Context: an optimization exercise on an open-source flow, tuned for small area, a short achievable clock period and few clock cycles per item. The choices shown serve that exercise and are no tape-out recipe. The RTL was checked by simulation tests, not by an equivalence proof against the original design. In every run shown here, the design's own scripts or RTL, not TritonCTS, make the clock network. The flow treats the clock pin as an ideal source. Dropping or thinning the clock tree relies on that and would not hold on a real chip. Power is estimated from default activity; no workload was simulated.

===== flow/design.v =====
`timescale 1ns / 1ps
`default_nettype none
module reorder(
    input  wire clk,
    input  wire rst,
    output wire  [9:0] granule_ch0_read_addr,
    input  wire [17:0] granule_ch0_read_data,
    output wire        granule_ch0_write_enable,
    output wire  [9:0] granule_ch0_write_addr,
    output wire [17:0] granule_ch0_write_data,
    output wire  [9:0] granule_ch1_read_addr,
    input  wire [17:0] granule_ch1_read_data,
    output wire        granule_ch1_write_enable,
    output wire  [9:0] granule_ch1_write_addr,
    output wire [17:0] granule_ch1_write_data,
    input  wire  [1:0] header_sampling_frequency,
    input  wire  [1:0] sideinfo_ch0_block_type,
    input  wire        sideinfo_ch0_window_switching_flag,
    input  wire        sideinfo_ch0_mixed_block_flag,
    input  wire  [1:0] sideinfo_ch1_block_type,
    input  wire        sideinfo_ch1_window_switching_flag,
    input  wire        sideinfo_ch1_mixed_block_flag,
    input  wire        stage_ready,
    output wire        stage_done
    );
	reg [9:0] idx;       
	reg [9:0] src;       
	reg [1:0] win;       
	reg [3:0] band;      
	reg [5:0] hm1;       
	reg       go;        
	reg       act;       
	reg       busy;      
	reg       done;
	reg [9:0] waddr;     
	reg       perm0, perm1;    
	wire [6:0] wm1  = {hm1, 1'b1};
	wire       win2 = win[1];
	wire       band_end = win2 & (src[7:1] == idx[7:1]);
	wire [9:0] step = win2 ? {2'b11, ~wm1, 1'b1} : {3'd0, wm1};
	wire [9:0] idx_inc;
	wire [9:0] src_sum;
	prefix_add10 inc_i (.a(idx), .b(10'd0), .ci(1'b1), .s(idx_inc));
	prefix_add10 add_s (.a(src), .b(step), .ci(~win2), .s(src_sum));
	reg [5:0] next_hm1;
	always @(*) begin
		case ({header_sampling_frequency, band})
			{2'd0, 4'd0}, {2'd0, 4'd1}, {2'd0, 4'd2}: next_hm1 = 6'd1;
			{2'd0, 4'd3}: next_hm1 = 6'd2;
			{2'd0, 4'd4}: next_hm1 = 6'd3;
			{2'd0, 4'd5}: next_hm1 = 6'd4;
			{2'd0, 4'd6}: next_hm1 = 6'd5;
			{2'd0, 4'd7}: next_hm1 = 6'd6;
			{2'd0, 4'd8}: next_hm1 = 6'd8;
			{2'd0, 4'd9}: next_hm1 = 6'd10;
			{2'd0, 4'd10}: next_hm1 = 6'd14;
			{2'd0, 4'd11}: next_hm1 = 6'd27;
			{2'd1, 4'd0}, {2'd1, 4'd1}, {2'd1, 4'd2}: next_hm1 = 6'd1;
			{2'd1, 4'd3}: next_hm1 = 6'd2;
			{2'd1, 4'd4}: next_hm1 = 6'd2;
			{2'd1, 4'd5}: next_hm1 = 6'd4;
			{2'd1, 4'd6}: next_hm1 = 6'd5;
			{2'd1, 4'd7}: next_hm1 = 6'd6;
			{2'd1, 4'd8}: next_hm1 = 6'd7;
			{2'd1, 4'd9}: next_hm1 = 6'd9;
			{2'd1, 4'd10}: next_hm1 = 6'd12;
			{2'd1, 4'd11}: next_hm1 = 6'd32;
			{2'd2, 4'd0}, {2'd2, 4'd1}, {2'd2, 4'd2}: next_hm1 = 6'd1;
			{2'd2, 4'd3}: next_hm1 = 6'd2;
			{2'd2, 4'd4}: next_hm1 = 6'd3;
			{2'd2, 4'd5}: next_hm1 = 6'd5;
			{2'd2, 4'd6}: next_hm1 = 6'd7;
			{2'd2, 4'd7}: next_hm1 = 6'd9;
			{2'd2, 4'd8}: next_hm1 = 6'd12;
			{2'd2, 4'd9}: next_hm1 = 6'd16;
			{2'd2, 4'd10}: next_hm1 = 6'd20;
			{2'd2, 4'd11}: next_hm1 = 6'd5;
			default: next_hm1 = 6'd1;
		endcase
	end
	wire [9:0] src_next  = band_end ? idx_inc : src_sum;
	wire [3:0] band_next = band + {3'd0, band_end};
	wire short0 = sideinfo_ch0_window_switching_flag & (sideinfo_ch0_block_type == 2'd2);
	wire short1 = sideinfo_ch1_window_switching_flag & (sideinfo_ch1_block_type == 2'd2);
	wire ge3 = go & (band_next >= 4'd3);
	always @(posedge clk) begin
		waddr <= idx;
		go    <= ~rst & (stage_ready | (go & (idx != 10'd574)));
		act   <= ~rst & (stage_ready | go);
		busy  <= ~rst & (stage_ready | act);
		done  <= ~rst & act & ~go;
		perm0 <= short0 & (~sideinfo_ch0_mixed_block_flag | ge3);
		perm1 <= short1 & (~sideinfo_ch1_mixed_block_flag | ge3);
		if (go) begin
			idx   <= idx_inc;
			src   <= src_next;
			win   <= win2 ? 2'd0 : win + 2'd1;
			band  <= band_next;
			if (band_end)
				hm1 <= next_hm1;
		end else begin
			idx   <= {9'd0, stage_ready};
			src   <= {7'd0, stage_ready, 2'd0};
			win   <= {1'b0, stage_ready};
			band  <= 4'd0;
			hm1   <= 6'd1;
		end
	end
	assign granule_ch0_read_addr = perm0 ? src : idx;
	assign granule_ch1_read_addr = perm1 ? src : idx;
	assign granule_ch0_write_enable = busy;
	assign granule_ch1_write_enable = busy;
	assign granule_ch0_write_addr = waddr;
	assign granule_ch1_write_addr = waddr;
	assign granule_ch0_write_data = granule_ch0_read_data;
	assign granule_ch1_write_data = granule_ch1_read_data;
	assign stage_done = done;
endmodule
module prefix_add10(
    input  wire [9:0] a,
    input  wire [9:0] b,
    input  wire       ci,
    output wire [9:0] s
    );
	wire [9:0] p = a ^ b;
	wire [9:0] g = a & b;
	reg  [9:0] G, P, Gn, Pn;
	integer i, l;
	always @(*) begin
		G = g;
		P = p;
		G[0] = g[0] | (p[0] & ci);
		for (l = 1; l < 16; l = l * 2) begin
			Gn = G;
			Pn = P;
			for (i = 0; i < 10; i = i + 1)
				if ((i / l) % 2 == 1) begin
					Gn[i] = G[i] | (P[i] & G[(i / l) * l - 1]);
					Pn[i] = P[i] & P[(i / l) * l - 1];
				end
			G = Gn;
			P = Pn;
		end
	end
	assign s = p ^ {G[8:0], ci};
endmodule

===== flow/standard.sh =====
#!/bin/bash
# synth_recipe.tcl (not shown) runs the flow's synth.tcl, then flattens the netlist and writes it again
# the make line also repeats each setting of config.mk as NAME=value (left out here)
make -C /OpenROAD-flow-scripts/flow DESIGN_CONFIG=/design/flow/config.mk WORK_HOME=/design/flow/orfs CLKGATE_MAP_FILE= SYNTH_SCRIPT=/design/flow/synth_recipe.tcl "${@:-finish}"

===== flow/config.mk =====
export PLATFORM = sky130hd
export DESIGN_NAME = reorder
export DESIGN_NICKNAME = reorder
export VERILOG_FILES = /design/flow/design.v
export SDC_FILE = /design/flow/constraint.sdc
export NUM_CORES = 4
export LEC_CHECK = 0
export ABC_AREA = 1
export CAP_MARGIN = 20
export CORE_MARGIN = 2
export CORE_UTILIZATION = 40
export PLACE_DENSITY = 0.6
export SETUP_SLACK_MARGIN = 2.7
export SLEW_MARGIN = 20

===== flow/flow/run.sh =====
#!/bin/bash
# Standard layout, with three changes: the smallest buffer on the ports,
# adders left to ABC (no full/half-adder cells), and a clock tree of one
# level of clock buffers (flow/cts_one_buffer.tcl) in place of TritonCTS.
set -euo pipefail
rm -rf scripts
cp -r "$FLOW_HOME/scripts" scripts
python3 - <<'PY'
p = 'scripts/cts.tcl'
s = open(p).read()
old = 'log_cmd clock_tree_synthesis {*}$cts_args'
assert old in s
s = s.replace(old, 'source $::env(ONE_CTS_TCL)')
open(p, 'w').write(s)
PY
export SCRIPTS_DIR="$PWD/scripts"
export ONE_CTS_TCL="$PWD/flow/cts_one_buffer.tcl"
export ONE_CLKPORT=clk
export ONE_CLKBUF=sky130_fd_sc_hd__clkbuf_16
export ONE_CLKGROUPS=2
export BUFFER_PORTS_ARGS="-buffer_cell sky130_fd_sc_hd__buf_1"
export ADDER_MAP_FILE=
bash standard.sh > standard.log 2>&1

===== flow/constraint.sdc =====
create_clock -name core_clock -period 4.0 [get_ports {clk}]
set_input_delay 0.8000 -clock core_clock [delete_from_list [all_inputs] [get_ports {clk}]]
set_output_delay 0.8000 -clock core_clock [all_outputs]
set_load 0.01 [all_outputs]

===== flow/flow/cts_one_buffer.tcl =====
# Clock tree of one level: the clock port drives ONE_CLKGROUPS (1, 2 or 4)
# clock buffers, each placed at the centre of its group of flip-flops (the
# flip-flops split at the median x, then at the median y).
set cts_block [ord::get_db_block]
set cts_dbu [$cts_block getDbUnitsPerMicron]
set cts_net [[$cts_block findBTerm $::env(ONE_CLKPORT)] getNet]
set cts_netname [$cts_net getName]
set cts_sinks {}
foreach it [$cts_net getITerms] {
  set bb [[$it getInst] getBBox]
  lappend cts_sinks [list [expr {([$bb xMin] + [$bb xMax]) / 2.0 / $cts_dbu}] \
    [expr {([$bb yMin] + [$bb yMax]) / 2.0 / $cts_dbu}] \
    "[[$it getInst] getName]/[[$it getMTerm] getName]"]
}
proc cts_split {sinks idx} {
  set s [lsort -real -index $idx $sinks]
  set h [expr {[llength $s] / 2}]
  return [list [lrange $s 0 [expr {$h - 1}]] [lrange $s $h end]]
}
set cts_groups [list $cts_sinks]
if {$::env(ONE_CLKGROUPS) >= 2} { set cts_groups [cts_split $cts_sinks 0] }
if {$::env(ONE_CLKGROUPS) >= 4} {
  set g {}
  foreach grp $cts_groups { lappend g {*}[cts_split $grp 1] }
  set cts_groups $g
}
set cts_i 0
foreach grp $cts_groups {
  set x 0.0
  set y 0.0
  set pins {}
  foreach s $grp {
    set x [expr {$x + [lindex $s 0]}]
    set y [expr {$y + [lindex $s 1]}]
    lappend pins [get_pins [lindex $s 2]]
  }
  set x [expr {$x / [llength $grp]}]
  set y [expr {$y / [llength $grp]}]
  set buf [sta::sta_to_db_inst [insert_buffer -buffer_cell $::env(ONE_CLKBUF) \
    -net $cts_netname -load_pins $pins -location [list $x $y] \
    -buffer_name clkbuf_one_$cts_i -net_name clknet_one_$cts_i]]
  foreach it [$buf getITerms] {
    if {[$it isOutputSignal]} {
      [$it getNet] setSigType CLOCK
      puts "cts_one_buffer: [$buf getName] at $x $y drives [llength $grp] sinks on [[$it getNet] getName]"
    }
  }
  incr cts_i
}
set_propagated_clock [all_clocks]

==> results.ini, run 1 <==
[outcome]
status=timing/DRC/antenna clean

[pwr]
combPwrFrac_pct=35.6
p_seq_share_pct=45.7
p_leak_nw=2.389
vdd.ir_drop.worst_uv=204.4
p_int_mw=0.8021
p_clk_share_pct=18.7
switchingPower_mw=0.3906
p_per_area_nw_per_um2=243.3
swShare_pct=32.75

[clocking]
cts.clk_slew.worst_paths_ns=0.10
holdBufCountCts=0
insertion_delay_ns=0.16

[placed_design]
post-place-ws_ns=1.853
portBuffers=55
place_congestion=0.8947
dpl.hpwl_um=5344

[setup_path]
timing.rr.start=src[6]
cp-startpoint=perm1
path_max_fanout=8
crit_type=flip-flop to primary output
cp-end-kind=primary output
start_kind=flip-flop
cp.required_ns=3.20
critPathArrivalTime_ns=1.01

[grt]
antenna_found_initial=0
grt_pass1_vias=2781
grt_overflow_total=0
grt_usage_pct=19.28
grt_start_max_net_pins=25
grt_pass1_wl_um=13460

[routing]
antenna_left=0
drt_iter0_markers=186
via_count=3163
via_per_inst=5.085
drt_first_pass_iters=4
wl_um=9893
wl_per_cell_um=15.91
drc=0

[timing]
worst-slew-pin-transition_ns=0.3541
fin_ws_ns=2.187
period_minus_slack_ns=1.813
setup_viol=0
fmax_mhz=551.7
maxSlewHeadroom_pct=76.35
setup_tns_ns=0
final-hold-violation-count=0
rsz0062_at_grt=yes
skew_ns=0.006582
min_period_over_period_pct=45.31
maxSlewViolCount=0

[floorplan]
fp.dieW_um=90.88
num_rows=31
die_height_um=90.88
core-area_um2=7292
dieArea_um2=8259
io_pins=128
initial_core_util_pct=41.40

[finish]
final_core_utilization_pct=67.23
layout.nets=574
fillers=559
num_antenna_cells=0
drive_above_1_share_pct=62.14
syn_to_final_growth_pct=62.37
multi_input_area_um2=2127
seqCellArea_um2=1041

[run]
max_cap_violations=0

[logic_synthesis]
synth_common_cells=nand2_1 (105), inv_1 (59), dfxtp_1 (48)
synthMostInstantiatedCell=nand2_1
synth_edf_count=0
yosysSeqAreaShare_pct=31.83
synth_async_sr_flop_share_pct=0
yosys_warnings=2
syn-cell-area_um2=3019
synth_top_area_share_pct=31.83
yosysTopAreaCell=dfxtp_1
synth-seq-cells=48
synth.area.top_cells=dfxtp_1 (32%), nand2_1 (13%), buf_4 (12%)
synth_flop_cell=dfxtp_1
ys_types=38
synth_area_per_cell_um2=6.709
syn_inst=450
syn_nets=499

[worst_hold_path]
hold_start=idx[3]
hold_path_class=flip-flop to flip-flop

==> routing by layer <==
layer	global-route usage [%]	vias to the layer above	part of all wire (%)
li1	-	1534	-
met2	37.56	91	55
met3	1.085	27	3.6
met4	0.8838	0	2.4
met1	24.40	1511	40
met5	0	-	0
==> cell usage in the layout (no fill, tap or decap), drive strengths merged, types with 2 or more instances in the layout <==
cell,instances
clkbuf,2
inv,62
a21oi,20
o21ai,37
xnor2,3
buf,128
dfxtp,48
nor2,42
nand3,24
nand2,119
nand4,5
and2,3
xor2,4
clkinv,2
o22ai,4
nand3b,3
nor3,2
o211ai,3
==> final timing paths <==
check / cells past startpoint / endpoint / slack (ns)
worst max-delay path: 4 / granule_ch1_read_addr[7] / 2.19
worst min-delay path: 0 / waddr[3] / 0.39
worst max register to register: 12 / band[3] / 2.22
worst min register to register: 0 / waddr[3] / 0.39
==> final cells by class, clock buffers not listed <==
| cell class | count | area share [%] |
|---|---|---|
| sequential | 48 | 21.24 |
| timing repair buffer | 128 | 25.45 |
| tap | 99 | 2.527 |
| multi-input combinational | 280 | 43.39 |
| inverter | 64 | 6.202 |
| timing repair inverter | 1 | 0.1787 |
==> power by group through the flow <==
stage	registers, mW	logic (mW)	clock network, mW
after floorplan	0.550	0.234	0
after global placement	0.566	0.206	0
after detailed placement	0.568	0.209	0
after CTS	0.546	0.335	0.230
after global routing	0.549	0.451	0.248
final	0.545	0.424	0.223
==> sequential cells by signal, indices dropped and copies added (netlist names) <==
| register | cells |
|---|---|
| idx | 10 |
| src | 10 |
| busy | 1 |
| perm0 | 1 |
| go | 1 |
| done | 1 |
| band | 4 |
| act | 1 |
| waddr | 10 |
| win | 2 |
| perm1 | 1 |
| hm1 | 6 |
==> cell families after synthesis <==
logic type             count (synthesis)  synth area share, %
AND/OR/NAND/NOR                      200                30.79
buffers and inverters                122                21.84
AO/OA/AOI/OAI                         73                13.51
flip-flops                            48                31.83
XOR/XNOR                               7                2.031
==> critical path: stages, from the launching register on <==
cell and delay (ns):
dfxtp_4 0.41, buf_12 0.17, nand2_4 0.07, o21ai_4 0.06, buf_2 0.15
==> what timing repair did <==
item                       in CTS  in global routing
pin swaps                      27                 38
setup endpoints to repair     107                108
gates cloned                    1                  0
buffers inserted               48                 24
gates resized for setup       158                 90
==> stage by stage <==
stage | instance area, um2 | hold WS, ns | power [mW] | cells
floorplan | 3706 | 0.3511 | 0.7838 | 450
global placement | 3398 | 0.3635 | 0.7725 | 547
detailed placement | 3398 | 0.3659 | 0.7768 | 547
CTS | 4359 | 0.3834 | 1.111 | 598
global route | 4902 | 0.3915 | 1.248 | 622
finish | 4902 | 0.3934 | 1.193 | 622
Testbench counts, summed over its fixed seeds: cycles 73,728, granules 128.
==> run 2, diff against run 1 <==
--- a/flow/config.mk
+++ b/flow/config.mk
@@ -12,3 +12,3 @@
 export PLACE_DENSITY = 0.6
-export SETUP_SLACK_MARGIN = 2.7
+export SETUP_SLACK_MARGIN = 2.4
 export SLEW_MARGIN = 20
==> results.ini, run 2 <==
[timing]
period_minus_slack_ns=1.762  ; -0.05047 ns
fmax_mhz=567.5  ; +2.9%
skew_ns=0.008138  ; +0.001557 ns
rsz0062_at_grt=yes
min_period_over_period_pct=44.05  ; -1.3 points
final-hold-violation-count=0  ; unchanged
setup_viol=0  ; unchanged
worst-slew-pin-transition_ns=0.4147  ; +0.06062 ns
maxSlewViolCount=0  ; unchanged
maxSlewHeadroom_pct=72.10  ; -4.3 points
setup_tns_ns=0  ; unchanged

[placed_design]
portBuffers=55  ; unchanged
dp.cells=546  ; -0.18%
place_congestion=0.8701  ; -2.7%
dpl.hpwl_um=5080  ; -5.0%

[routing]
wl_um=7509  ; -24%
wl_per_cell_um=13.01  ; -18%
via_per_inst=4.946  ; -2.7%
drt_first_pass_iters=4  ; unchanged
drc=0  ; unchanged
via_count=2854  ; -9.8%
drt_iter0_markers=164  ; -12%
antenna_left=0  ; unchanged

[floorplan]
fp.dieW_um=90.88  ; unchanged
die_height_um=90.88  ; unchanged
io_pins=128  ; unchanged
num_rows=31  ; unchanged
initial_core_util_pct=41.40  ; unchanged
core-area_um2=7292  ; unchanged
dieArea_um2=8259  ; unchanged

[logic_synthesis]
synth_common_cells=nand2_1 (105), inv_1 (59), dfxtp_1 (48)
synthMostInstantiatedCell=nand2_1
synth_area_per_cell_um2=6.709  ; unchanged
syn-cell-area_um2=3019  ; unchanged
synth_flop_cell=dfxtp_1
synth_async_sr_flop_share_pct=0  ; unchanged
syn_nets=499  ; unchanged
synth_top_area_share_pct=31.83  ; unchanged
yosysSeqAreaShare_pct=31.83  ; unchanged
synth-seq-cells=48  ; unchanged
ys_types=38  ; unchanged
syn_inst=450  ; unchanged
yosysTopAreaCell=dfxtp_1
yosys_warnings=2  ; unchanged
synth_edf_count=0  ; unchanged
synth.area.top_cells=dfxtp_1 (32%), nand2_1 (13%), buf_4 (12%)

[setup_path]
cp-end-kind=primary output
path_max_fanout=10  ; +2
cp.required_ns=3.20  ; about the same
start_kind=flip-flop
crit_type=flip-flop to primary output
critPathArrivalTime_ns=0.96  ; -0.05 ns

[grt]
grt_usage_pct=16.13  ; -3.2 points
grt_pass1_vias=2420  ; -13%
grt_pass1_wl_um=11410  ; -15%
grt_start_max_net_pins=25  ; unchanged
grt_overflow_total=0  ; unchanged
antenna_found_initial=0  ; unchanged

[outcome]
status=timing/DRC/antenna clean

[finish]
layout.nets=529  ; -7.8%
final_cells=577  ; -7.2%
syn_to_final_growth_pct=19.19
drive_above_1_share_pct=34.52  ; -28 points
mostFrequentLayoutCells=nand2_1 (89), inv_1 (49), buf_1 (34), nor2_1 (29), dfxtp_1 (28)
layout_commonest_cell=nand2_1
num_antenna_cells=0  ; unchanged
reg_top3=idx x10, src x10, waddr x10

[worst_hold_path]
hold_path_class=flip-flop to flip-flop

[pwr]
p_per_area_nw_per_um2=282.8  ; +16%
vdd.ir_drop.worst_uv=169.5  ; -17%
power_mw=1.017  ; -15%
p_leak_nw=1.639  ; -31%

[clocking]
cts.clk_slew.worst_paths_ns=0.10  ; about the same
holdBufCountCts=0  ; unchanged
insertion_delay_ns=0.16  ; about the same

[run]
max_cap_violations=0  ; unchanged

run 2: layout make-up, clock buffers not listed:
type	instances	area, um2
fillers	748	3694
multi-input cells	280	1624
flip-flops and latches	48	1013
repair buffers	84	535.5
inverters	64	251.5
well taps	99	123.9
run 2: report_power, final:
group	internal (mW)	leakage, nW	total, mW	switching, mW
Clock	0.0922	0.0246	0.220	0.128
Sequential	0.503	0.403	0.534	0.0309
Combinational	0.112	1.21	0.263	0.152
run 2: kinds of logic after synthesis:
family	after synthesis	synth area share (%)
xor+xnor	7	2.031
buf+inv	122	21.84
flops	48	31.83
simple gates	200	30.79
compound gates	73	13.51
run 2: worst max-delay path, cell delays in order (launching register included):
cell,delay [ns]
dfxtp_4,0.37
buf_12,0.15
o21ai_2,0.13
buf_2,0.14
run 2: final timing paths:
| check | startpoint | to | slack, ns | cells after the start |
|---|---|---|---|---|
| hold / removal | idx[0] | waddr[0] | 0.38 | 0 |
| setup / recovery | perm0 | granule_ch0_read_addr[2] | 2.24 | 3 |
| hold reg to reg | idx[0] | waddr[0] | 0.38 | 0 |
| setup reg to reg | idx[2] | src[9] | 2.34 | 13 |
run 2: metal layers:
metal	track usage (%)	routed length, um	vias to the layer above
met4	1.894	127	0
met3	1.503	423	16
met5	0	0	-
met1	21.63	3290	1308
li1	-	-	1444
met2	28.92	3666	86
run 2: what timing repair did:
item | CTS | global route
setup buffers | 15 | 14
resized for setup | 95 | 68
pin swaps | 5 | 23
endpoints found under the setup margin | 82 | 76
run 2: per-stage QoR:
stage	cell area, um2	utilization [%]	worst slack [ns]	hold WS, ns
detailed placement	2930	40.19	1.890	0.3551
finish	3598	49.35	2.238	0.3837
global route	3598	49.35	2.208	0.3953
global placement	2930	40.19	1.936	0.3510
CTS	3267	44.80	2.253	0.3821
floorplan	3154	-	2.304	0.3498
==> run 3, diff against run 2 <==
--- a/flow/config.mk
+++ b/flow/config.mk
@@ -12,3 +12,3 @@
 export PLACE_DENSITY = 0.6
-export SETUP_SLACK_MARGIN = 2.4
+export SETUP_SLACK_MARGIN = 2.2
 export SLEW_MARGIN = 20
==> results.ini, run 3 <==
[logic_synthesis]
synth_flop_cell=dfxtp_1
synth_common_cells=nand2_1 (105), inv_1 (59), dfxtp_1 (48)
synthMostInstantiatedCell=nand2_1
synth_async_sr_flop_share_pct=0  ; unchanged
syn_nets=499  ; unchanged
synth_area_per_cell_um2=6.709  ; unchanged
synth_top_area_share_pct=31.83  ; unchanged
yosys_warnings=2  ; unchanged
syn_inst=450  ; unchanged
synth.area.top_cells=dfxtp_1 (32%), nand2_1 (13%), buf_4 (12%)
synth_edf_count=0  ; unchanged
ys_types=38  ; unchanged
synth-seq-cells=48  ; unchanged
yosysTopAreaCell=dfxtp_1
syn-cell-area_um2=3019  ; unchanged
yosysSeqAreaShare_pct=31.83  ; unchanged

[setup_path]
path_buf_inv=2  ; unchanged
path_cells=buf_6 -> o21ai_1 -> clkbuf_2
max_stage_delay_ns=0.37  ; about the same
cp.required_ns=3.20  ; about the same
crit_family=flip-flops
critPathArrivalTime_ns=0.98  ; +0.02 ns
cp.depth=3  ; unchanged
path_max_fanout=10  ; unchanged
cp_slowest_cell=dfxtp_4
cp-end-kind=primary output
reg2regPathDepth=13  ; unchanged
crit_type=flip-flop to primary output
r2r_setup_slack_ns=2.30  ; -0.04 ns
reg2reg_to=src[9]
timing.rr.start=idx[1]
start_kind=flip-flop

[clocking]
holdBufCountCts=0  ; unchanged
cts.clk_slew.worst_paths_ns=0.10  ; about the same
insertion_delay_ns=0.16  ; about the same

[pwr]
p_seq_share_pct=55.4  ; +3.0 points
p_leak_nw=1.470  ; -10%
swShare_pct=29.67  ; -0.89 points
vdd.ir_drop.worst_uv=195.8  ; +16%
p_per_area_nw_per_um2=297.1  ; +5.1%
switchingPower_mw=0.2860  ; -8.0%
p_clk_share_pct=22.6  ; +0.9 points
p_int_mw=0.6781  ; -4.0%
combPwrFrac_pct=22.0  ; -3.9 points

[timing]
setup_viol=0  ; unchanged
final-hold-violation-count=0  ; unchanged
period_minus_slack_ns=1.776  ; +0.01390 ns
fmax_mhz=563.1  ; -0.78%
rsz0062_at_grt=yes
min_period_over_period_pct=44.40  ; +0.35 points
maxSlewHeadroom_pct=65.30  ; -6.8 points
skew_ns=0.006974  ; -0.001164 ns
maxSlewViolCount=0  ; unchanged
worst-slew-pin-transition_ns=0.5199  ; +0.1052 ns
setup_tns_ns=0  ; unchanged
hold_ws_ns=0.3713  ; -0.01242 ns

[grt]
grt_overflow_total=0  ; unchanged
grt_usage_pct=15.21  ; -0.91 points
grt_start_max_net_pins=25  ; unchanged
grt_pass1_wl_um=10790  ; -5.4%
antenna_found_initial=0  ; unchanged
grt_pass1_vias=2342  ; -3.2%

[floorplan]
dieArea_um2=8259  ; unchanged
core-area_um2=7292  ; unchanged
fp.dieW_um=90.88  ; unchanged
die_height_um=90.88  ; unchanged
io_pins=128  ; unchanged
num_rows=31  ; unchanged
initial_core_util_pct=41.40  ; unchanged

[placed_design]
place_congestion=0.8835  ; +1.5%
portBuffers=55  ; unchanged
dpl.hpwl_um=5083  ; about the same
placed_area_um2=2930  ; unchanged

[finish]
syn_to_final_growth_pct=7.501
layout_commonest_cell=nand2_1
final_core_utilization_pct=44.51  ; -4.8 points
layout.nets=516  ; -2.5%
mostFrequentLayoutCells=nand2_1 (103), inv_1 (58), nor2_1 (36), buf_1 (35), dfxtp_1 (33)
fin_area_um2=3246  ; -9.8%
drive_above_1_share_pct=20.65  ; -14 points
num_antenna_cells=0  ; unchanged
reg_top3=idx x10, src x10, waddr x10

[worst_hold_path]
hold_path_class=flip-flop to flip-flop
hold_start=idx[3]
min_path_cells=0  ; unchanged
min_to=waddr[3]

[routing]
wl_per_cell_um=12.58  ; -3.3%
wl_met1_um=3246  ; -1.3%
met2_length_um=3433  ; -6.4%
antenna_left=0  ; unchanged
via_count=2739  ; -4.0%
drc=0  ; unchanged
drt_iter0_markers=130  ; -21%
drt_first_pass_iters=4  ; unchanged
wl_um=7095  ; -5.5%
via_per_inst=4.856  ; -1.8%
highest_layer=met4
wl_met3_um=341  ; -19%

[run]
max_cap_violations=0  ; unchanged

[outcome]
status=timing/DRC/antenna clean

==> run 3: cell counts after synthesis <==
No cell type changed its count.
==> run 3: how the worst max path moves through the flow <==
stage | startpoint | to | slack (ns)
floorplan | granule_ch0_read_data[0] | granule_ch0_write_data[0] | 2.28
global placement | win[1] | src[9] | 1.94
detailed placement | win[1] | src[9] | 1.86
CTS | win[1] | src[9] | 2.14
global route | src[4] | perm0 | 2.17
finish | perm0 | granule_ch0_read_addr[0] | 2.22
==> run 3: what timing repair did <==
item | 4_1_cts | 5_1_grt
pin swaps | 1 | 3
setup buffers | 2 | 14
endpoints found under the setup margin | 37 | 37
endpoints found under the hold margin | 0 | 0
resized for setup | 9 | 80
==> run 3: logic make-up after synthesis <==
group	count (synthesis)	synth area share, %
buffers and inverters	122	21.84
DFF	48	31.83
AOI/OAI and AO/OA	73	13.51
and+or+nand+nor	200	30.79
xor gates and xnor gates	7	2.031
==> run 3: metrics by stage <==
stage | worst slack [ns] | instances | power (mW)
final | 2.224 | 564 | 0.9641
after global routing | 2.169 | 564 | 1.019
after CTS | 2.141 | 550 | 0.9500
after detailed placement | 1.863 | 546 | 0.7301
after global placement | 1.939 | 546 | 0.7276
after floorplan | 2.281 | 450 | 0.7253
==> run 3: metal layers <==
metal / vias up / track usage, %
li1: 1412 / -
met1: 1247 / 20.34
met3: 12 / 1.503
met4: 0 / 2.904
met5: - / 0
met2: 68 / 26.74
==> run 3: area by class of cell, clock buffers not listed <==
class                           instances  area, um2
Tap cell                               99      123.9
Inverter                               64      245.2
Fill cell                             753       4046
Sequential cell                        48      999.7
Multi-Input combinational cell        280       1443
Timing Repair Buffer                   71      384.1
==> run 3: power groups by stage <==
stage                     Combinational, mW  Clock (mW)  Sequential (mW)
after floorplan                       0.192           0            0.534
after CTS                             0.186       0.227            0.537
final                                 0.212       0.218            0.535
after global placement                0.180           0            0.548
after global routing                  0.237       0.244            0.538
after detailed placement              0.181           0            0.549
==> run 3: worst register-to-register path, cell delays in order, from the launching register on <==
cell     delay, ns
dfxtp_4       0.38
nand2_1       0.09
inv_1         0.08
nand2_2       0.09
nor2_4        0.13
nand2_2       0.09
nor2_4        0.12
nand2_2       0.09
nor2_2        0.14
xor2_2        0.18
nor2_1        0.06
nor2_1        0.10
nand2_1       0.07
inv_1         0.05
==> run 4, diff against run 3 <==
--- a/flow/config.mk
+++ b/flow/config.mk
@@ -12,3 +12,3 @@
 export PLACE_DENSITY = 0.6
-export SETUP_SLACK_MARGIN = 2.2
+export SETUP_SLACK_MARGIN = 2.1
 export SLEW_MARGIN = 20
==> results.ini, run 4 <==
[outcome]
status=timing/DRC/antenna clean

[timing]
min_period_over_period_pct=45.22  ; +0.82 points
fmax_mhz=552.8  ; -1.8%
maxSlewHeadroom_pct=64.29  ; -1.0 points
final-hold-violation-count=0  ; unchanged
rsz0062_at_grt=yes
setup_tns_ns=0  ; unchanged
hold_ws_ns=0.3689  ; -0.002309 ns
maxSlewViolCount=0  ; unchanged
worst-slew-pin-transition_ns=0.5351  ; +0.01518 ns
period_minus_slack_ns=1.809  ; +0.03299 ns
skew_ns=0.006076  ; -0.0008987 ns
setup_viol=0  ; unchanged

[floorplan]
initial_core_util_pct=41.40  ; unchanged
fp.dieW_um=90.88  ; unchanged
num_rows=31  ; unchanged
core-area_um2=7292  ; unchanged
die_height_um=90.88  ; unchanged
dieArea_um2=8259  ; unchanged
io_pins=128  ; unchanged

[pwr]
vdd.ir_drop.worst_uv=195.2  ; -0.32%
switchingPower_mw=0.2788  ; -2.5%
p_seq_share_pct=57.1  ; +1.7 points
p_leak_nw=1.302  ; -11%
p_int_mw=0.6638  ; -2.1%
swShare_pct=29.58  ; -0.094 points
p_clk_share_pct=22.9  ; +0.3 points
combPwrFrac_pct=20.0  ; -2.0 points
power_mw=0.9426  ; -2.2%
p_per_area_nw_per_um2=310.4  ; +4.5%

[routing]
drt_first_pass_iters=4  ; unchanged
wl_um=6713  ; -5.4%
via_per_inst=4.935  ; +1.6%
drt_iter0_markers=139  ; +6.9%
antenna_left=0  ; unchanged
drc=0  ; unchanged
wl_per_cell_um=12.18  ; -3.2%
via_count=2719  ; -0.73%

[finish]
drive_above_1_share_pct=10.62  ; -10 points
syn_to_final_growth_pct=0.5801
num_antenna_cells=0  ; unchanged
layout.nets=503  ; -2.5%
mostFrequentLayoutCells=nand2_1 (105), inv_1 (59), buf_1 (55), dfxtp_1 (38), nor2_1 (36)
layout_commonest_cell=nand2_1
reg_top3=idx x10, src x10, waddr x10
fillers=781  ; +3.7%

[logic_synthesis]
synth_async_sr_flop_share_pct=0  ; unchanged
synth_area_per_cell_um2=6.709  ; unchanged
yosys_warnings=2  ; unchanged
synthMostInstantiatedCell=nand2_1
synth_common_cells=nand2_1 (105), inv_1 (59), dfxtp_1 (48)
synth_top_area_share_pct=31.83  ; unchanged
syn-cell-area_um2=3019  ; unchanged
yosysSeqAreaShare_pct=31.83  ; unchanged
synth.area.top_cells=dfxtp_1 (32%), nand2_1 (13%), buf_4 (12%)
syn_nets=499  ; unchanged
synth_flop_cell=dfxtp_1
syn_inst=450  ; unchanged
yosysTopAreaCell=dfxtp_1
synth-seq-cells=48  ; unchanged
ys_types=38  ; unchanged
synth_edf_count=0  ; unchanged

[worst_hold_path]
hold_path_class=flip-flop to flip-flop
min_path_cells=0  ; unchanged
hold_start=idx[3]
min_to=waddr[3]

[grt]
grt_usage_pct=15.17  ; -0.038 points
grt_overflow_total=0  ; unchanged
grt_pass1_wl_um=10760  ; -0.25%
antenna_found_initial=0  ; unchanged
grt_start_max_net_pins=25  ; unchanged
grt_pass1_vias=2331  ; -0.47%

[placed_design]
portBuffers=55  ; unchanged
dpl.hpwl_um=5083  ; unchanged
place_congestion=0.8835  ; unchanged

[setup_path]
reg2reg_to=src[9]
max_stage_delay_ns=0.40  ; +0.03 ns
crit_type=flip-flop to primary output
r2r_setup_slack_ns=2.30  ; about the same
cp.required_ns=3.20  ; about the same
cp_slowest_cell=dfxtp_1
start_kind=flip-flop
cp-end-kind=primary output
timing.rr.start=win[1]
path_cells=inv_1 -> o21ai_0 -> buf_1
cp-startpoint=idx[2]
critPathArrivalTime_ns=1.01  ; +0.03 ns
path_max_fanout=5  ; -5
reg2regPathDepth=14  ; +1

[clocking]
cts.clk_slew.worst_paths_ns=0.09  ; about the same
holdBufCountCts=0  ; unchanged
insertion_delay_ns=0.16  ; about the same

[run]
max_cap_violations=0  ; unchanged

==> run 4: cell counts after synthesis <==
Identical to the previous run, type by type.
==> run 4: metal layers <==
layer | GRT usage (%) | wire (um) | up-vias
met5 | 0 | 0 | -
li1 | - | - | 1386
met3 | 1.503 | 382 | 18
met4 | 2.904 | 104 | 0
met1 | 20.33 | 3076 | 1219
met2 | 26.62 | 3150 | 96
==> run 4: worst max path at each step <==
stage,slack [ns],depth (start not counted),endpoint
after floorplan,2.28,1,granule_ch0_write_data[0]
after global placement,1.94,15,src[9]
after detailed placement,1.86,15,src[9]
after CTS,2.13,3,granule_ch1_read_addr[0]
after global routing,2.08,13,perm0
final,2.19,3,granule_ch0_read_addr[2]
==> run 4: area by class of cell, clock buffers not listed <==
type	count	area (um2)	share of cell area (%)
multi-input cells	280	1408	46.35
flip-flops and latches	48	983.4	32.39
inverters	64	242.7	7.993
repair buffers	58	229.0	7.540
well taps	99	123.9	4.079
==> run 4: repair_timing <==
item	CTS	global route
resized for setup	4	13
buffers inserted	2	1
endpoints found under the hold margin	0	0
pin swaps	1	1
endpoints found under the setup margin	28	33
==> run 4: worst max-delay path: cells and delay by family (launching register included) <==
| kind | cells | cell delay (ns) |
|---|---|---|
| AO/OA/AOI/OAI | 1 | 0.17 |
| buffers and inverters | 2 | 0.28 |
| flip-flops | 1 | 0.40 |
==> run 4: logic make-up after synthesis <==
kind of cell / synth area share (%)
compound gates: 13.51
simple gates: 30.79
xor+xnor: 2.031
flops: 31.83
buf+inv: 21.84
==> run 4: per-stage QoR <==
| stage | cells | worst slack, ns | utilization (%) | cell area, um2 |
|---|---|---|---|---|
| 2_1_floorplan | 450 | 2.281 | - | 3019 |
| 3_3_place_gp | 546 | 1.939 | 40.19 | 2930 |
| 3_5_place_dp | 546 | 1.863 | 40.19 | 2930 |
| 4_1_cts | 550 | 2.128 | 41.15 | 3000 |
| 5_1_grt | 551 | 2.081 | 41.64 | 3037 |
| 6_report | 551 | 2.191 | 41.64 | 3037 |
==> run 4: power by group through the flow <==
stage | sequential (mW) | combinational [mW] | clock (mW)
after floorplan | 0.534 | 0.192 | 0
after global placement | 0.548 | 0.180 | 0
after detailed placement | 0.549 | 0.181 | 0
after CTS | 0.538 | 0.184 | 0.227
after global routing | 0.542 | 0.212 | 0.242
final | 0.538 | 0.189 | 0.216
==> run 5, diff against run 4 <==
--- a/flow/design.v
+++ b/flow/design.v
@@ -84,3 +84,3 @@
 	wire short1 = sideinfo_ch1_window_switching_flag & (sideinfo_ch1_block_type == 2'd2);
-	wire ge3 = go & (band_next >= 4'd3);
+	wire ge3 = (band >= 4'd3);
 	always @(posedge clk) begin
--- a/flow/flow/run.sh
+++ b/flow/flow/run.sh
@@ -22,2 +22,3 @@
 export ADDER_MAP_FILE=
+export SETUP_MOVE_SEQUENCE="sizeup,swap,buffer"
 bash standard.sh > standard.log 2>&1
==> results.ini, run 5 <==
[logic_synthesis]
yosys.area_share.adder_pct=0  ; unchanged
synth_edf_count=0  ; unchanged
synth_area_per_cell_um2=6.813  ; +1.5%
synthMostInstantiatedCell=nand2_1
synth_simple_gate_area_share_pct=28.43  ; -2.4 points
syn_inst=436  ; -3.1%
synth-seq-cells=48  ; unchanged
yosysTopAreaCell=dfxtp_1
ys_types=36  ; -5.3%
synthMuxAreaShare_pct=0  ; unchanged
synth_xor_area_share_pct=3.538  ; +1.5 points
synth_top_family_by_area=simple AND/OR/NAND/NOR gates
synth.area.top_cells=dfxtp_1 (32%), buf_4 (12%), nand2_1 (12%)
synth_common_cells=nand2_1 (94), inv_1 (55), buf_4 (48), dfxtp_1 (48), o21ai_0 (40)
syn_nets=485  ; -2.8%
synth_flop_cell=dfxtp_1
synth_top_area_share_pct=32.35  ; +0.52 points
yosysSeqAreaShare_pct=32.35  ; +0.52 points
synth-compound-area-share_pct=14.28  ; +0.77 points
syn-cell-area_um2=2970  ; -1.6%
yosys_warnings=2  ; unchanged
synth_async_sr_flop_share_pct=0  ; unchanged

[worst_hold_path]
hold_start=idx[8]
hold_path_class=flip-flop to flip-flop

[routing]
drc=0  ; unchanged
via_per_inst=4.911  ; -0.48%
wl_per_cell_um=12.35  ; +1.4%
wl_um=6644  ; -1.0%
drt_first_pass_iters=4  ; unchanged
drt_iter0_markers=128  ; -7.9%
via_count=2642  ; -2.8%
antenna_left=0  ; unchanged

[grt]
antenna_found_initial=0  ; unchanged
grt_pass1_vias=2371  ; +1.7%
grt_usage_pct=15.86  ; +0.69 points
grt_pass1_wl_um=11070  ; +2.9%
grt_start_max_net_pins=25  ; unchanged
grt_overflow_total=0  ; unchanged

[setup_path]
start_kind=flip-flop
r2r_setup_slack_ns=2.24  ; -0.06 ns
reg2regPathDepth=9  ; -5
cp.depth=3  ; unchanged
timing.rr.start=src[1]
crit_family=flip-flops
reg2reg_to=src[5]
crit_type=flip-flop to primary output
critPathArrivalTime_ns=1.03  ; +0.02 ns
cp-startpoint=idx[6]
max_stage_delay_ns=0.41  ; about the same
endpoint=granule_ch1_read_addr[6]
path_cells=inv_1 -> o21ai_0 -> buf_1
path_buf_inv=2  ; unchanged
cp.required_ns=3.20  ; about the same
cp_slowest_cell=dfxtp_2
cp-end-kind=primary output
path_max_fanout=5  ; unchanged

[timing]
worst-slew-pin-transition_ns=0.5814  ; +0.04630 ns
hold_ws_ns=0.3821  ; +0.01316 ns
maxSlewHeadroom_pct=61.20  ; -3.1 points
fmax_mhz=545.6  ; -1.3%
period_minus_slack_ns=1.833  ; +0.02408 ns
final-hold-violation-count=0  ; unchanged
maxSlewViolCount=0  ; unchanged
setup_tns_ns=0  ; unchanged
setup_viol=0  ; unchanged
rsz0062_at_grt=no
min_period_over_period_pct=45.83  ; +0.60 points
fin_ws_ns=2.167  ; -0.02408 ns
skew_ns=0.008942  ; +0.002866 ns

[finish]
layout_commonest_cell=nand2_1
drive_above_1_share_pct=10.48  ; -0.14 points
syn_to_final_growth_pct=0.8424
final_core_utilization_pct=41.52  ; -0.12 points
layout.nets=490  ; -2.6%
num_antenna_cells=0  ; unchanged
reg_top3=idx x10, src x10, waddr x10
mostFrequentLayoutCells=nand2_1 (94), buf_1 (55), inv_1 (54), o21ai_0 (39), dfxtp_1 (37)

[placed_design]
portBuffers=55  ; unchanged
place_congestion=0.8522  ; -3.5%
dpl.hpwl_um=5098  ; +0.30%
post-place-ws_ns=1.990  ; +0.1269 ns

[floorplan]
fp.dieW_um=90.18  ; -0.78%
dieArea_um2=8132  ; -1.5%
core-area_um2=7214  ; -1.1%
num_rows=31  ; unchanged
initial_core_util_pct=41.17  ; -0.23 points
io_pins=128  ; unchanged
die_height_um=90.18  ; -0.78%

[pwr]
p_clk_share_pct=23.0  ; about the same
switchingPower_mw=0.2805  ; +0.62%
power_mw=0.9455  ; +0.31%
combPwrFrac_pct=20.0  ; about the same
p_leak_nw=1.258  ; -3.4%
swShare_pct=29.67  ; +0.092 points
p_per_area_nw_per_um2=315.6  ; +1.7%
p_seq_share_pct=57.1  ; about the same
vdd.ir_drop.worst_uv=214.1  ; +9.7%
p_int_mw=0.6650  ; +0.18%

[clocking]
insertion_delay_ns=0.16  ; about the same
cts.clk_slew.worst_paths_ns=0.09  ; about the same

[run]
max_cap_violations=0  ; unchanged

[outcome]
status=timing/DRC/antenna clean

==> run 5: changes by cell type in the layout (fill, tap and decap cells not counted), sizes merged, moves of 2 or more <==
cell / before / now
o21a: 0 / 2
nor2: 42 / 30
a31oi: 0 / 3
nand3: 24 / 29
nor3: 2 / 8
nand2: 119 / 106
xor2: 4 / 8
a21oi: 20 / 16
inv: 64 / 60
nand3b: 3 / 1
o22ai: 4 / 6
nor4: 1 / 4
and2: 3 / 0
o21ai: 37 / 42
==> run 5: how the worst min path moves through the flow <==
stage	endpoint	slack (ns)	depth (start not counted)
2_1_floorplan	waddr[8]	0.35	0
3_3_place_gp	waddr[8]	0.37	0
3_5_place_dp	waddr[8]	0.37	0
4_1_cts	waddr[8]	0.38	0
5_1_grt	waddr[8]	0.40	0
6_report	waddr[8]	0.38	0
==> run 5: final cells by class, clock buffers not listed <==
type | instances | area, um2
fill | 756 | 4219
multi-input combinational | 271 | 1386
timing repair buffer | 57 | 221.5
sequential | 48 | 982.2
tap | 99 | 123.9
inverter | 61 | 231.5
==> run 5: routing by layer <==
metal,vias up,routed length [um],share of wire (%),track usage (%)
li1,1359,-,-,-
met1,1182,3143,47,21.31
met2,83,2997,45,27.01
met3,18,429,6.5,1.928
met4,0,74,1.1,4.103
met5,-,0,0,0
==> run 5: timing repair <==
item                       in CTS  in global routing
hold endpoints to repair        0                  0
gates resized for setup         5                 14
pin swaps                       0                  0
hold buffers                    0                  0
setup endpoints to repair      26                 37
buffers inserted                0                  2
==> run 5: kinds of logic after synthesis <==
group,Yosys count
compound gates,76
xor+xnor,12
buf+inv,117
flops,48
simple gates,183
==> run 5: metrics by stage <==
| stage | cells | instance area (um2) |
|---|---|---|
| 2_1_floorplan | 436 | 2970 |
| 3_3_place_gp | 534 | 2894 |
| 3_5_place_dp | 534 | 2894 |
| 4_1_cts | 536 | 2950 |
| 5_1_grt | 538 | 2995 |
| 6_report | 538 | 2995 |
==> run 5: power by group through the flow <==
stage / sequential [mW] / combinational (mW) / clock, mW
5_1_grt: 0.545 / 0.217 / 0.243
2_1_floorplan: 0.536 / 0.193 / 0
3_5_place_dp: 0.550 / 0.186 / 0
6_report: 0.539 / 0.189 / 0.217
3_3_place_gp: 0.549 / 0.184 / 0
4_1_cts: 0.539 / 0.186 / 0.225
Testbench counts of run 5, summed over its fixed seeds: cycles 73,728, granules 128.
==> run 6, diff against run 5 <==
--- a/flow/flow/run.sh
+++ b/flow/flow/run.sh
@@ -22,3 +22,2 @@
 export ADDER_MAP_FILE=
-export SETUP_MOVE_SEQUENCE="sizeup,swap,buffer"
 bash standard.sh > standard.log 2>&1
==> results.ini, run 6 <==
[outcome]
status=timing/DRC/antenna clean

[grt]
grt_pass1_vias=2371  ; unchanged
grt_start_max_net_pins=25  ; unchanged
grt_pass1_wl_um=11070  ; unchanged
grt_usage_pct=15.86  ; unchanged
antenna_found_initial=0  ; unchanged
grt_overflow_total=0  ; unchanged

[timing]
min_period_over_period_pct=45.83  ; unchanged
fin_ws_ns=2.167  ; unchanged
rsz0062_at_grt=no
maxSlewViolCount=0  ; unchanged
worst-slew-pin-transition_ns=0.5814  ; unchanged
maxSlewHeadroom_pct=61.20  ; unchanged
setup_viol=0  ; unchanged
final-hold-violation-count=0  ; unchanged
hold_ws_ns=0.3821  ; unchanged
fmax_mhz=545.6  ; unchanged
skew_ns=0.008942  ; unchanged
period_minus_slack_ns=1.833  ; unchanged
setup_tns_ns=0  ; unchanged

[logic_synthesis]
syn_nets=485  ; unchanged
yosysSeqAreaShare_pct=32.35  ; unchanged
synth-seq-cells=48  ; unchanged
yosys_warnings=2  ; unchanged
synth.area.top_cells=dfxtp_1 (32%), buf_4 (12%), nand2_1 (12%)
yosysTopAreaCell=dfxtp_1
synth_async_sr_flop_share_pct=0  ; unchanged
syn-cell-area_um2=2970  ; unchanged
syn_inst=436  ; unchanged
ys_types=36  ; unchanged
synth_edf_count=0  ; unchanged
synthMostInstantiatedCell=nand2_1
synth_area_per_cell_um2=6.813  ; unchanged
synth_flop_cell=dfxtp_1
synth_top_area_share_pct=32.35  ; unchanged
synth_common_cells=nand2_1 (94), inv_1 (55), buf_4 (48), dfxtp_1 (48), o21ai_0 (40)

[finish]
multi_input_area_um2=1386  ; unchanged
drive_above_1_share_pct=10.48  ; unchanged
layout_commonest_cell=nand2_1
reg_top3=idx x10, src x10, waddr x10
mostFrequentLayoutCells=nand2_1 (94), buf_1 (55), inv_1 (54), o21ai_0 (39), dfxtp_1 (37)
fillers=756  ; unchanged
layout.nets=490  ; unchanged
seqCellArea_um2=982.2  ; unchanged
syn_to_final_growth_pct=0.8424  ; unchanged
num_antenna_cells=0  ; unchanged

[floorplan]
die_height_um=90.18  ; unchanged
initial_core_util_pct=41.17  ; unchanged
dieArea_um2=8132  ; unchanged
fp.dieW_um=90.18  ; unchanged
core-area_um2=7214  ; unchanged
num_rows=31  ; unchanged
io_pins=128  ; unchanged

[placed_design]
dpl.hpwl_um=5098  ; unchanged
place_congestion=0.8522  ; unchanged
portBuffers=55  ; unchanged
post-place-ws_ns=1.990  ; unchanged

[pwr]
p_per_area_nw_per_um2=315.6  ; unchanged
power_mw=0.9455  ; unchanged
vdd.ir_drop.worst_uv=214.1  ; unchanged
p_leak_nw=1.258  ; unchanged

[setup_path]
start_kind=flip-flop
cp-end-kind=primary output
crit_family=flip-flops
cp_slowest_cell=dfxtp_2
cp.required_ns=3.20  ; about the same
path_max_fanout=5  ; unchanged
max_stage_delay_ns=0.41  ; about the same
path_cells=inv_1 -> o21ai_0 -> buf_1
path_buf_inv=2  ; unchanged
crit_type=flip-flop to primary output
critPathArrivalTime_ns=1.03  ; about the same

[routing]
wl_per_cell_um=12.35  ; unchanged
wl_um=6644  ; unchanged
via_per_inst=4.911  ; unchanged
antenna_left=0  ; unchanged
drc=0  ; unchanged
via_count=2642  ; unchanged
drt_iter0_markers=128  ; unchanged
drt_first_pass_iters=4  ; unchanged

[run]
max_cap_violations=0  ; unchanged

[clocking]
cts.clk_slew.worst_paths_ns=0.09  ; about the same
insertion_delay_ns=0.16  ; about the same

[worst_hold_path]
hold_path_class=flip-flop to flip-flop

run 6: cell counts after synthesis:
No cell type changed its count.
run 6: final cells by class, clock buffers not listed:
cell class	count	area share [%]
Inverter	61	7.728
Multi-Input combinational cell	271	46.28
Sequential cell	48	32.79
Tap cell	99	4.135
Timing Repair Buffer	57	7.393
run 6: repair_timing:
item,in CTS,in global routing
buffers inserted,0,2
endpoints found under the hold margin,0,0
pin swaps,0,0
gates resized for setup,5,14
hold buffers,0,0
cloned,0,0
endpoints found under the setup margin,26,37
run 6: worst reg2reg max path, cell delays in order, from the launching register on:
cell and delay (ns):
dfxtp_1 0.38, inv_1 0.10, nand2_1 0.09, nand2_1 0.07, nor4_1 0.34, nand2_2 0.22, nand2_2 0.16, inv_2 0.08
o22ai_1 0.15, inv_1 0.05
run 6: worst paths after layout:
path | slack, ns | from | cells past startpoint | to
setup / recovery | 2.17 | idx[6] | 3 | granule_ch1_read_addr[6]
hold / removal | 0.38 | idx[8] | 0 | waddr[8]
setup reg to reg | 2.24 | src[1] | 9 | src[5]
hold reg to reg | 0.38 | idx[8] | 0 | waddr[8]
run 6: report_power, final:
part	internal (mW)	switching [mW]
Clock	0.0920	0.125
Combinational	0.0710	0.118
Sequential	0.502	0.0375
Total	0.665	0.280
run 6: logic make-up (layout without fill, tap and decap cells):
kind of cell           count (synthesis)  after routing  share of synthesized area [%]
buffers and inverters                117            120                          21.40
AO/OA/AOI/OAI                         76             76                          14.28
XOR/XNOR                              12             12                          3.538
flip-flops                            48             48                          32.35
AND/OR/NAND/NOR                      183            183                          28.43
run 6: stage by stage:
step                      std cells  utilization, %  instance area [um2]
after floorplan                 436               -                 2970
after global placement          534           40.11                 2894
after detailed placement        534           40.11                 2894
after CTS                       536           40.89                 2950
after global routing            538           41.52                 2995
final                           538           41.52                 2995
run 6: metal layers:
layer,vias to the layer above,track usage [%],wire [um]
met5,-,0,0
met4,0,4.103,74
met3,18,1.928,429
met2,83,27.01,2997
met1,1182,21.31,3143
li1,1359,-,-
==> run 7, diff against run 6 <==
--- a/flow/flow/run.sh
+++ b/flow/flow/run.sh
@@ -22,2 +22,3 @@
 export ADDER_MAP_FILE=
+export SETUP_MOVE_SEQUENCE="unbuffer,sizeup,swap"
 bash standard.sh > standard.log 2>&1
==> results.ini, run 7 <==
[outcome]
status=timing/DRC/antenna clean

[finish]
layout.nets=488  ; -0.41%
fin_area_um2=2987  ; -0.29%
final_core_utilization_pct=41.40  ; -0.12 points
fillers=759  ; +0.40%
syn_to_final_growth_pct=0.5474
reg_top3=idx x10, src x10, waddr x10
num_antenna_cells=0  ; unchanged
layout_commonest_cell=nand2_1
drive_above_1_share_pct=10.30  ; -0.18 points
mostFrequentLayoutCells=nand2_1 (94), buf_1 (55), inv_1 (54), o21ai_0 (39), dfxtp_1 (37)

[floorplan]
io_pins=128  ; unchanged
initial_core_util_pct=41.17  ; unchanged
core-area_um2=7214  ; unchanged
die_height_um=90.18  ; unchanged
fp.dieW_um=90.18  ; unchanged
num_rows=31  ; unchanged
dieArea_um2=8132  ; unchanged

[clocking]
insertion_delay_ns=0.16  ; about the same
cts.clk_slew.worst_paths_ns=0.09  ; about the same
post_cts_buffers=0  ; unchanged

[grt]
grt_usage_pct=15.86  ; unchanged
grt_start_max_net_pins=25  ; unchanged
grt_pass1_wl_um=11070  ; unchanged
antenna_found_initial=0  ; unchanged
grt_pass1_vias=2371  ; unchanged
grt_overflow_total=0  ; unchanged

[timing]
rsz0062_at_grt=no
fmax_mhz=543.6  ; -0.36%
period_minus_slack_ns=1.840  ; +0.006650 ns
maxSlewHeadroom_pct=61.55  ; +0.35 points
maxSlewViolCount=0  ; unchanged
skew_ns=0.009290  ; +0.0003480 ns
min_period_over_period_pct=45.99  ; +0.17 points
worst-slew-pin-transition_ns=0.5762  ; -0.005190 ns
setup_tns_ns=0  ; unchanged
final-hold-violation-count=0  ; unchanged
hold_ws_ns=0.3828  ; +0.0006970 ns
setup_viol=0  ; unchanged

[setup_path]
cp_slowest_cell=dfxtp_2
cp-startpoint=idx[6]
crit_type=flip-flop to primary output
path_cells=inv_1 -> o21ai_0 -> buf_1
critPathArrivalTime_ns=1.04  ; about the same
max_stage_delay_ns=0.41  ; about the same
start_kind=flip-flop
timing.rr.start=src[6]
path_max_fanout=5  ; unchanged
cp-end-kind=primary output
cp.required_ns=3.20  ; about the same
crit_family=flip-flops
path_buf_inv=2  ; unchanged

[run]
max_cap_violations=0  ; unchanged

[routing]
wl_um=6656  ; +0.18%
via_count=2667  ; +0.95%
wl_per_cell_um=12.42  ; +0.55%
drc=0  ; unchanged
drt_first_pass_iters=4  ; unchanged
antenna_left=0  ; unchanged
via_per_inst=4.976  ; +1.3%
drt_iter0_markers=147  ; +15%

[logic_synthesis]
synth_edf_count=0  ; unchanged
synth_flop_cell=dfxtp_1
ys_types=36  ; unchanged
syn_nets=485  ; unchanged
yosys_warnings=2  ; unchanged
yosysTopAreaCell=dfxtp_1
synth_common_cells=nand2_1 (94), inv_1 (55), buf_4 (48), dfxtp_1 (48), o21ai_0 (40)
synth_async_sr_flop_share_pct=0  ; unchanged
yosysSeqAreaShare_pct=32.35  ; unchanged
synth_area_per_cell_um2=6.813  ; unchanged
syn_inst=436  ; unchanged
synthMostInstantiatedCell=nand2_1
synth-seq-cells=48  ; unchanged
synth.area.top_cells=dfxtp_1 (32%), buf_4 (12%), nand2_1 (12%)
syn-cell-area_um2=2970  ; unchanged
synth_top_area_share_pct=32.35  ; unchanged

[worst_hold_path]
hold_start=idx[8]
hold_path_class=flip-flop to flip-flop

[placed_design]
portBuffers=55  ; unchanged
dpl.hpwl_um=5098  ; unchanged
placed_area_um2=2894  ; unchanged
place_congestion=0.8522  ; unchanged

[pwr]
p_per_area_nw_per_um2=316.9  ; +0.39%
p_leak_nw=1.251  ; -0.56%
power_mw=0.9464  ; about the same
vdd.ir_drop.worst_uv=214.9  ; +0.42%

run 7: cell counts after synthesis:
No cell type changed its count.
run 7: worst register-to-register path, stage by stage, from the launching register on:
cell and delay, ns:
dfxtp_2 0.40, inv_1 0.11, nand2_1 0.09, o21ai_0 0.10, nor4_2 0.29, nand2_2 0.21, nand2_2 0.17, inv_2 0.08
o22ai_1 0.15, inv_1 0.05
run 7: kinds of logic (layout without fill, tap and decap cells):
| family | Yosys count | count (layout) | synth area share, % |
|---|---|---|---|
| AOI/OAI and AO/OA | 76 | 76 | 14.28 |
| xor gates and xnor gates | 12 | 12 | 3.538 |
| buffers and inverters | 117 | 118 | 21.40 |
| DFF | 48 | 48 | 32.35 |
| and+or+nand+nor | 183 | 183 | 28.43 |
run 7: cell type report, clock buffers not listed:
cell class / instances / area (um2) / area share, %
inverter: 61 / 231.5 / 7.750
multi-input combinational: 271 / 1393 / 46.63
timing repair buffer: 55 / 206.4 / 6.912
sequential: 48 / 982.2 / 32.89
tap: 99 / 123.9 / 4.147
run 7: what timing repair did:
action	in CTS	in global routing
setup endpoints to repair	26	37
gates resized for setup	5	15
gates cloned	0	0
hold buffers	0	0
pin swaps	0	1
run 7: per-layer routing:
metal / GRT usage, % / up-vias / wire (um)
li1: - / 1353 / -
met1: 21.31 / 1184 / 3104
met2: 27.01 / 112 / 3015
met3: 1.928 / 18 / 464
met4: 4.103 / 0 / 72
met5: 0 / - / 0
run 7: worst paths after layout:
check                             endpoint  slack [ns]  cells past startpoint
hold / removal                    waddr[8]        0.38                      0
hold reg to reg                   waddr[8]        0.38                      0
setup / recovery  granule_ch1_read_addr[6]        2.16                      3
setup reg to reg                    src[5]        2.25                      9
run 7: power breakdown:
group / internal, mW / total (mW) / switching (mW)
Combinational: 0.0708 / 0.189 / 0.119
Sequential: 0.502 / 0.539 / 0.0372
Clock: 0.0921 / 0.218 / 0.126
run 7: stage by stage:
stage	instances	setup slack (ns)
after global placement	534	2.073
after CTS	536	2.117
after global routing	536	2.102
final	536	2.160
after detailed placement	534	1.990
after floorplan	436	2.281
==> run 8, diff against run 7 <==
--- a/flow/flow/run.sh
+++ b/flow/flow/run.sh
@@ -22,3 +22,2 @@
 export ADDER_MAP_FILE=
-export SETUP_MOVE_SEQUENCE="unbuffer,sizeup,swap"
 bash standard.sh > standard.log 2>&1
--- a/flow/config.mk
+++ b/flow/config.mk
@@ -7,3 +7,3 @@
 export LEC_CHECK = 0
-export ABC_AREA = 1
+export ABC_AREA = 0
 export CAP_MARGIN = 20
==> results.ini, run 8 <==
[routing]
drc=0  ; unchanged
via_per_inst=5.146  ; +3.4%
drt_iter0_markers=108  ; -27%
antenna_left=0  ; unchanged
drt_first_pass_iters=4  ; unchanged
wl_per_cell_um=14.60  ; +18%
via_count=2434  ; -8.7%
wl_um=6904  ; +3.7%

[setup_path]
max_stage_delay_ns=0.38  ; -0.03 ns
crit_type=flip-flop to flip-flop
cp_slowest_cell=dfxtp_4
path_max_fanout=7  ; +2
cp.required_ns=4.06  ; +0.86 ns
cp-end-kind=flip-flop
crit_family=compound AO/OA/AOI/OAI gates
critPathArrivalTime_ns=2.03  ; +0.99 ns
path_cells=buf_12 -> nor3b_4 -> a211oi_2 -> buf_4 -> a31oi_4 -> o31ai_4 -> maj3_2 -> xnor2_2 -> a21oi_1
r2r_setup_slack_ns=2.03  ; -0.22 ns
path_buf_inv=2  ; unchanged
start_kind=flip-flop

[run]
max_cap_violations=0  ; unchanged

[logic_synthesis]
ys_types=58  ; +61%
yosysSeqAreaShare_pct=30.42  ; -1.9 points
synth_common_cells=buf_4 (50), dfxtp_1 (48), nor2_1 (28)
yosysTopAreaCell=dfxtp_1
yosys_warnings=2  ; unchanged
synth.area.top_cells=dfxtp_1 (30%), buf_4 (12%), xnor2_1 (7.5%)
syn_inst=377  ; -14%
synth_top_family_by_area=buffers and inverters
synth_simple_gate_area_share_pct=16.79  ; -12 points
synth_area_per_cell_um2=8.380  ; +23%
syn-cell-area_um2=3159  ; +6.4%
synth_xor_area_share_pct=10.53  ; +7.0 points
synthMostInstantiatedCell=buf_4
synth-seq-cells=48  ; unchanged
synth_flop_cell=dfxtp_1
yosys.area_share.adder_pct=0.6337  ; +0.63 points
synth-compound-area-share_pct=15.21  ; +0.93 points
synthMuxAreaShare_pct=8.990  ; +9.0 points
synth_async_sr_flop_share_pct=0  ; unchanged
syn_nets=426  ; -12%
synth_edf_count=0  ; unchanged
synth_top_area_share_pct=30.42  ; -1.9 points

[finish]
layout.nets=422  ; -14%
syn_to_final_growth_pct=8.554
num_antenna_cells=0  ; unchanged
layout_commonest_cell=buf_1
mostFrequentLayoutCells=buf_1 (41), dfxtp_1 (28), nor2_1 (26), xnor2_1 (25), nand2_1 (22)
drive_above_1_share_pct=24.26  ; +14 points
reg_top3=idx x10, src x10, waddr x10

[pwr]
p_per_area_nw_per_um2=289.6  ; -8.6%
vdd.ir_drop.worst_uv=250.3  ; +16%
p_leak_nw=1.234  ; -1.4%

[clocking]
cts.clk_slew.worst_paths_ns=0.10  ; about the same
insertion_delay_ns=0.16  ; about the same

[timing]
min_period_over_period_pct=49.32  ; +3.3 points
fmax_mhz=506.9  ; -6.8%
hold_ws_ns=0.4285  ; +0.04565 ns
maxSlewHeadroom_pct=63.81  ; +2.3 points
worst-slew-pin-transition_ns=0.5395  ; -0.03671 ns
final-hold-violation-count=0  ; unchanged
setup_viol=0  ; unchanged
maxSlewViolCount=0  ; unchanged
setup_tns_ns=0  ; unchanged
skew_ns=0.007384  ; -0.001906 ns
period_minus_slack_ns=1.973  ; +0.1332 ns
rsz0062_at_grt=yes

[floorplan]
io_pins=128  ; unchanged
die_height_um=92.87  ; +3.0%
core-area_um2=7687  ; +6.6%
dieArea_um2=8625  ; +6.1%
num_rows=32  ; +3.2%
initial_core_util_pct=41.10  ; -0.075 points
fp.dieW_um=92.87  ; +3.0%

[grt]
grt_overflow_total=0  ; unchanged
antenna_found_initial=0  ; unchanged
grt_pass1_wl_um=10340  ; -6.6%
grt_pass1_vias=2108  ; -11%
grt_start_max_net_pins=25  ; unchanged
grt_usage_pct=14.09  ; -1.8 points

[placed_design]
portBuffers=55  ; unchanged
dpl.hpwl_um=4643  ; -8.9%
place_congestion=0.7952  ; -6.7%

[worst_hold_path]
hold_path_class=flip-flop to flip-flop

[outcome]
status=timing/DRC/antenna clean

-- run 8: final cells by class, clock buffers not listed --
type	count	area (um2)
multi-input cells	243	1760
well taps	102	127.6
repair buffers	69	456.7
flip-flops and latches	48	1001
fillers	785	4258
inverters	9	33.78
-- run 8: where the power goes --
group          total [mW]  switching (mW)  internal [mW]  leakage (nW)
sequential          0.548          0.0458          0.502         0.400
clock               0.220           0.128         0.0921        0.0246
combinational       0.226           0.113          0.113         0.809
-- run 8: path summary, 6_finish.rpt --
check / from / to / depth (start not counted)
min reg2reg: idx[7] / waddr[7] / 0
max: win[1] / src[7] / 9
min: idx[7] / waddr[7] / 0
max reg2reg: win[1] / src[7] / 9
-- run 8: stage by stage --
stage | setup WS [ns] | utilization, % | cells | total power [mW] | cell area (um2)
2_1_floorplan | 2.177 | - | 377 | 0.7405 | 3159
3_3_place_gp | 1.579 | 38.92 | 459 | 0.7293 | 2992
3_5_place_dp | 1.452 | 38.92 | 459 | 0.7319 | 2992
4_1_cts | 2.049 | 40.72 | 465 | 0.9569 | 3131
5_1_grt | 1.945 | 44.61 | 473 | 1.042 | 3430
6_report | 2.027 | 44.61 | 473 | 0.9933 | 3430
-- run 8: kinds of logic after synthesis --
kind of cell | count (synthesis)
AND/OR/NAND/NOR | 104
multiplexers | 26
XOR/XNOR | 38
flip-flops | 48
AO/OA/AOI/OAI | 73
buffers and inverters | 86
adder cells (fa/ha/maj) | 2
-- run 8: layer usage --
metal / vias up / share of wire (%) / global-route usage [%]
met5: - / 0 / 0
met4: 0 / 0.42 / 1.103
met3: 8 / 4.6 / 1.058
met2: 58 / 47 / 23.91
met1: 1137 / 48 / 20.37
li1: 1231 / - / -
-- run 8: what timing repair did --
item,4_1_cts,5_1_grt
setup buffers,4,7
gates cloned,0,1
hold buffers,0,0
endpoints found under the setup margin,40,30
gates resized for setup,25,72
pin swaps,1,9

-- re-timing with driven ports --
The results above use ideal ports. As a check the final layouts listed here were re-extracted and re-timed, cells and wires unchanged. Step 1, drivers: a clkbuf_16 drives clk and a buf_2 each remaining input, both assumed. Step 2, shift: input delay + t, output delay - t, t = (earliest + latest rising clock arrival at the registers) / 2. This alone moves slack from input paths to output paths. a / b / c = ideal / step 1 / step 2; a / b = the first two.
| run | t (ns) | setup slack, ns | clock arrival spread, ns |
|---|---|---|---|
| run 1 | 0.206 | 2.187 / 2.140 / 2.221 | 0.006 / 0.007 |
| run 2 | 0.209 | 2.238 / 2.186 / 2.239 | 0.008 / 0.008 |
| run 3 | 0.205 | 2.224 / 2.176 / 2.142 | 0.007 / 0.008 |
| run 4 | 0.204 | 2.191 / 2.143 / 2.183 | 0.006 / 0.006 |
| run 5 | 0.206 | 2.167 / 2.117 / 2.144 | 0.010 / 0.010 |
| run 6 | 0.206 | 2.167 / 2.117 / 2.144 | 0.010 / 0.010 |
| run 7 | 0.206 | 2.160 / 2.110 / 2.148 | 0.010 / 0.010 |
| run 8 | 0.206 | 2.027 / 1.988 / 2.027 | 0.008 / 0.007 |
After both steps every run listed still meets setup and hold. For run 3, which loses most, drivers alone change the setup slack by -0.048 ns; drivers and shift together by -0.082 ns.
